What follows belongs to an exercise in optimizing a design on an open flow for small area, a short achievable clock period and few clock cycles per item; a production flow would make more cautious choices. Where RTL was checked, it was by simulation tests only, not by an equivalence proof against the original. Power figures rest on the tool's default switching activity, not on a simulated workload.

==> module Divider, before the edit <==
module Divider(CLK, CS, WE, SN, AD, DI, DO, DONE);
    input CLK;
    input CS;
    input WE;
    input SN;
    input AD;
    input [17:0] DI;
    output DONE;
    output [17:0] DO;
    reg [17:0] R;        
    reg [18:0] D;        
    reg [17:0] Q;        
    reg [4:0]  K;        
    reg [4:0]  L;        
    reg        busy;
    reg        first;
    reg        neg_quo;
    reg        neg_rem;
    function [4:0] lzc;
        input [17:0] x;
        integer i;
        begin
            lzc = 5'd18;
            for (i = 0; i < 18; i = i + 1)
                if (x[i]) lzc = 5'd17 - i;
        end
    endfunction
    wire        wr_n = CS & WE & ~AD;
    wire        wr_d = CS & WE & AD;
    wire        neg_in = SN & DI[17];
    wire        di_zero = (DI == 18'd0);
    wire        neg_q_in = neg_quo ^ neg_in;
    wire [17:0] por;
    genvar m;
    generate for (m = 0; m < 18; m = m + 1) begin : po
        if (m == 0) begin : z
            assign por[m] = 1'b0;
        end else begin : o
            assign por[m] = |DI[m-1:0];
        end
    end endgenerate
    wire [17:0] nmag = DI ^ ({18{~neg_in}} & por);
    wire [4:0]  lz_in = lzc(~nmag);              
    wire [4:0]  kg [0:3];
    wire [4:0]  kp [0:3];
    assign kg[0] = K & ~L;
    assign kp[0] = ~(K ^ L);
    genvar kl, ki;
    generate for (kl = 0; kl < 3; kl = kl + 1) begin : klv
        for (ki = 0; ki < 5; ki = ki + 1) begin : kb
            if ((ki >> kl) & 1) begin : m
                localparam integer j = ((ki >> kl) << kl) - 1;
                assign kg[kl+1][ki] = kg[kl][ki] | (kp[kl][ki] & kg[kl][j]);
                assign kp[kl+1][ki] = kp[kl][ki] & kp[kl][j];
            end else begin : t
                assign kg[kl+1][ki] = kg[kl][ki];
                assign kp[kl+1][ki] = kp[kl][ki];
            end
        end
    end endgenerate
    wire [4:0]  kc = {kg[3][3:0] | kp[3][3:0], 1'b1};      
    wire [4:0]  kk = kp[0] ^ kc;
    wire        k_ge = kg[3][4] | kp[3][4];                
    wire        k_eq = kp[3][4];                           
    wire        q_zero = first & ~k_ge;          
    wire        align = first & k_ge & ~k_eq;
    wire        step = busy & ~first | first & k_eq;
    wire        pre = first & neg_quo;           
    wire [18:0] a = {neg_rem & R[17], R};
    wire [18:0] sg [0:5];
    wire [18:0] sp [0:5];
    assign sg[0] = a & D;
    assign sp[0] = a ^ D;
    genvar l, i;
    generate for (l = 0; l < 5; l = l + 1) begin : lv
        for (i = 0; i < 19; i = i + 1) begin : b
            if ((i >> l) & 1) begin : m
                localparam integer j = ((i >> l) << l) - 1;
                assign sg[l+1][i] = sg[l][i] | (sp[l][i] & sg[l][j]);
                assign sp[l+1][i] = sp[l][i] & sp[l][j];
            end else begin : t
                assign sg[l+1][i] = sg[l][i];
                assign sp[l+1][i] = sp[l][i];
            end
        end
    end endgenerate
    wire [17:0] cy = {sg[5][16:0] | (sp[5][16:0] & {17{neg_rem}}), neg_rem};
    wire [17:0] sum = sp[0][17:0] ^ cy;
    wire        sign0 = sp[0][18] ^ sg[5][17];   
    wire        c = sign0 ^ ~neg_rem;            
    assign DONE = ~busy | q_zero;
    assign DO = AD ? R : Q ^ {18{neg_quo}};
    wire [37:0] dsh = {D, {19{neg_rem}}} << kk;
    always @(posedge CLK) begin
        if (wr_n)
            R <= DI;
        else if ((step | pre) & c)
            R <= sum;
        if (wr_d)
            D <= {1'b1, nmag} ^ {19{neg_rem}};
        else if (align)
            D <= dsh[37:19];
        else
            D <= {D[18], D[18:1]};
        if (wr_d)
            Q <= {{17{di_zero | neg_q_in}}, di_zero ^ neg_q_in};
        else if (step)
            Q <= {Q[16:0] & ~{17{pre & c}}, c ^ pre};
        else if (align)
            Q <= 18'd0;
        if (wr_n)
            L <= di_zero ? 5'd18 : lz_in;
        if (wr_d)
            K <= lz_in;
        else if (first)
            K <= kk;
        else
            K <= K - 5'd1;
        if (wr_d) begin
            busy <= ~di_zero;
            first <= ~di_zero;
        end
        else begin
            if (q_zero | step & (first | (K == 5'd0))) busy <= 1'b0;
            first <= 1'b0;
        end
        if (wr_n) begin
            neg_quo <= neg_in;
            neg_rem <= neg_in;
        end
        else if (wr_d)
            neg_quo <= neg_q_in;
    end
endmodule
==> flow/config.mk <==
export PLATFORM = sky130hd
export DESIGN_NAME = Divider
export DESIGN_NICKNAME = Divider
export VERILOG_FILES = /design/flow/design.v
export SDC_FILE = /design/flow/constraint.sdc
export NUM_CORES = 4
export LEC_CHECK = 0
export ABC_AREA = 1
export CAP_MARGIN = 20
export CORE_MARGIN = 2
export CORE_UTILIZATION = 60
export PLACE_DENSITY = 0.7
export SETUP_SLACK_MARGIN = 2.0
export SLEW_MARGIN = 20
==> flow/constraint.sdc <==
create_clock -name core_clock -period 5.0 [get_ports {CLK}]
set_input_delay 1.0000 -clock core_clock [delete_from_list [all_inputs] [get_ports {CLK}]]
set_output_delay 1.0000 -clock core_clock [all_outputs]
set_load 0.01 [all_outputs]
standard.sh (not shown) runs the stock make flow with config.mk's settings and CLKGATE_MAP_FILE= SYNTH_SCRIPT=/design/flow/synth_recipe.tcl, a recipe that flattens the netlist after the stock synthesis.
==> flow/flow/run.sh <==
#!/bin/bash
# The standard layout (the standard.sh, unchanged synthesis and steps),
# with the port buffers that buffer_ports inserts made plain buf_2 cells
# instead of the delay buffers it picks by default.
set -euo pipefail
export BUFFER_PORTS_ARGS="-buffer_cell sky130_fd_sc_hd__buf_2"
bash standard.sh > standard.log 2>&1
Edit:
--- a/flow/design.v
+++ b/flow/design.v
@@ -40,32 +40,12 @@
         end
     end endgenerate
     wire [17:0] nmag = DI ^ ({18{~neg_in}} & por);
     wire [4:0]  lz_in = lzc(~nmag);              
-    wire [4:0]  kg [0:3];
-    wire [4:0]  kp [0:3];
-    assign kg[0] = K & ~L;
-    assign kp[0] = ~(K ^ L);
-    genvar kl, ki;
-    generate for (kl = 0; kl < 3; kl = kl + 1) begin : klv
-        for (ki = 0; ki < 5; ki = ki + 1) begin : kb
-            if ((ki >> kl) & 1) begin : m
-                localparam integer j = ((ki >> kl) << kl) - 1;
-                assign kg[kl+1][ki] = kg[kl][ki] | (kp[kl][ki] & kg[kl][j]);
-                assign kp[kl+1][ki] = kp[kl][ki] & kp[kl][j];
-            end else begin : t
-                assign kg[kl+1][ki] = kg[kl][ki];
-                assign kp[kl+1][ki] = kp[kl][ki];
-            end
-        end
-    end endgenerate
-    wire [4:0]  kc = {kg[3][3:0] | kp[3][3:0], 1'b1};      
-    wire [4:0]  kk = kp[0] ^ kc;
-    wire        k_ge = kg[3][4] | kp[3][4];                
-    wire        k_eq = kp[3][4];                           
-    wire        q_zero = first & ~k_ge;          
-    wire        align = first & k_ge & ~k_eq;
-    wire        step = busy & ~first | first & k_eq;
+    wire [4:0]  kk = K - L;
+    wire        q_zero = first & (K < L);        
+    wire        align = first & (K > L);
+    wire        step = busy & ~first | first & (K == L);
     wire        pre = first & neg_quo;           
     wire [18:0] a = {neg_rem & R[17], R};
     wire [18:0] sg [0:5];
     wire [18:0] sp [0:5];
After rerunning: Critical path depth increases by 6; design area increases by 0.69%; global-route usage increases by 0.43 points; hold slack is better by 0.0088 ns; clock-buffer cell count is unchanged; worst setup slack is better by 0.022 ns; utilization increases by 0.82 points; non-clock buffer count increases by 5; synthesized area decreases by 1.1%; clock power decreases by about 2%; clock skew stays flat; final cell count decreases by 2.0%; combinational power increases by about 7%.
Testbench counts after the change, summed over its fixed seeds: cycles 10,107, items 2,400.
Function not checked in the first run of this note: the RTL went through the layout flow alone.

[static timing again, ports no longer ideal]
No port has a modelled driver above. Below, the same layouts with a new extraction and two added sets of constraints. Step 1 (the two cells are an assumption about what drives the block):
set clk [get_ports {CLK}]
set_driving_cell -lib_cell sky130_fd_sc_hd__clkbuf_16 $clk
set_driving_cell -lib_cell sky130_fd_sc_hd__buf_2 [delete_from_list [all_inputs] $clk]
Step 2, shift: input delay + t, output delay - t, t = (earliest + latest rising clock arrival at the registers) / 2. This alone moves slack from input paths to output paths. a / b / c = ideal / step 1 / step 2; a / b = the first two.
run	t (ns)	slack for setup (ns)	worst register clock-pin slew, ns	worst slew at a driven data input, ns
the first run	0.387	1.937 / 1.905 / 1.777	0.09 / 0.09	0.03
the second run	0.391	1.959 / 1.959 / 1.702	0.09 / 0.09	0.03
After both steps every run listed still meets setup and hold. The setup slack of the second run, which loses most, moves by 0.000 ns with the drivers and by -0.257 ns with both steps.
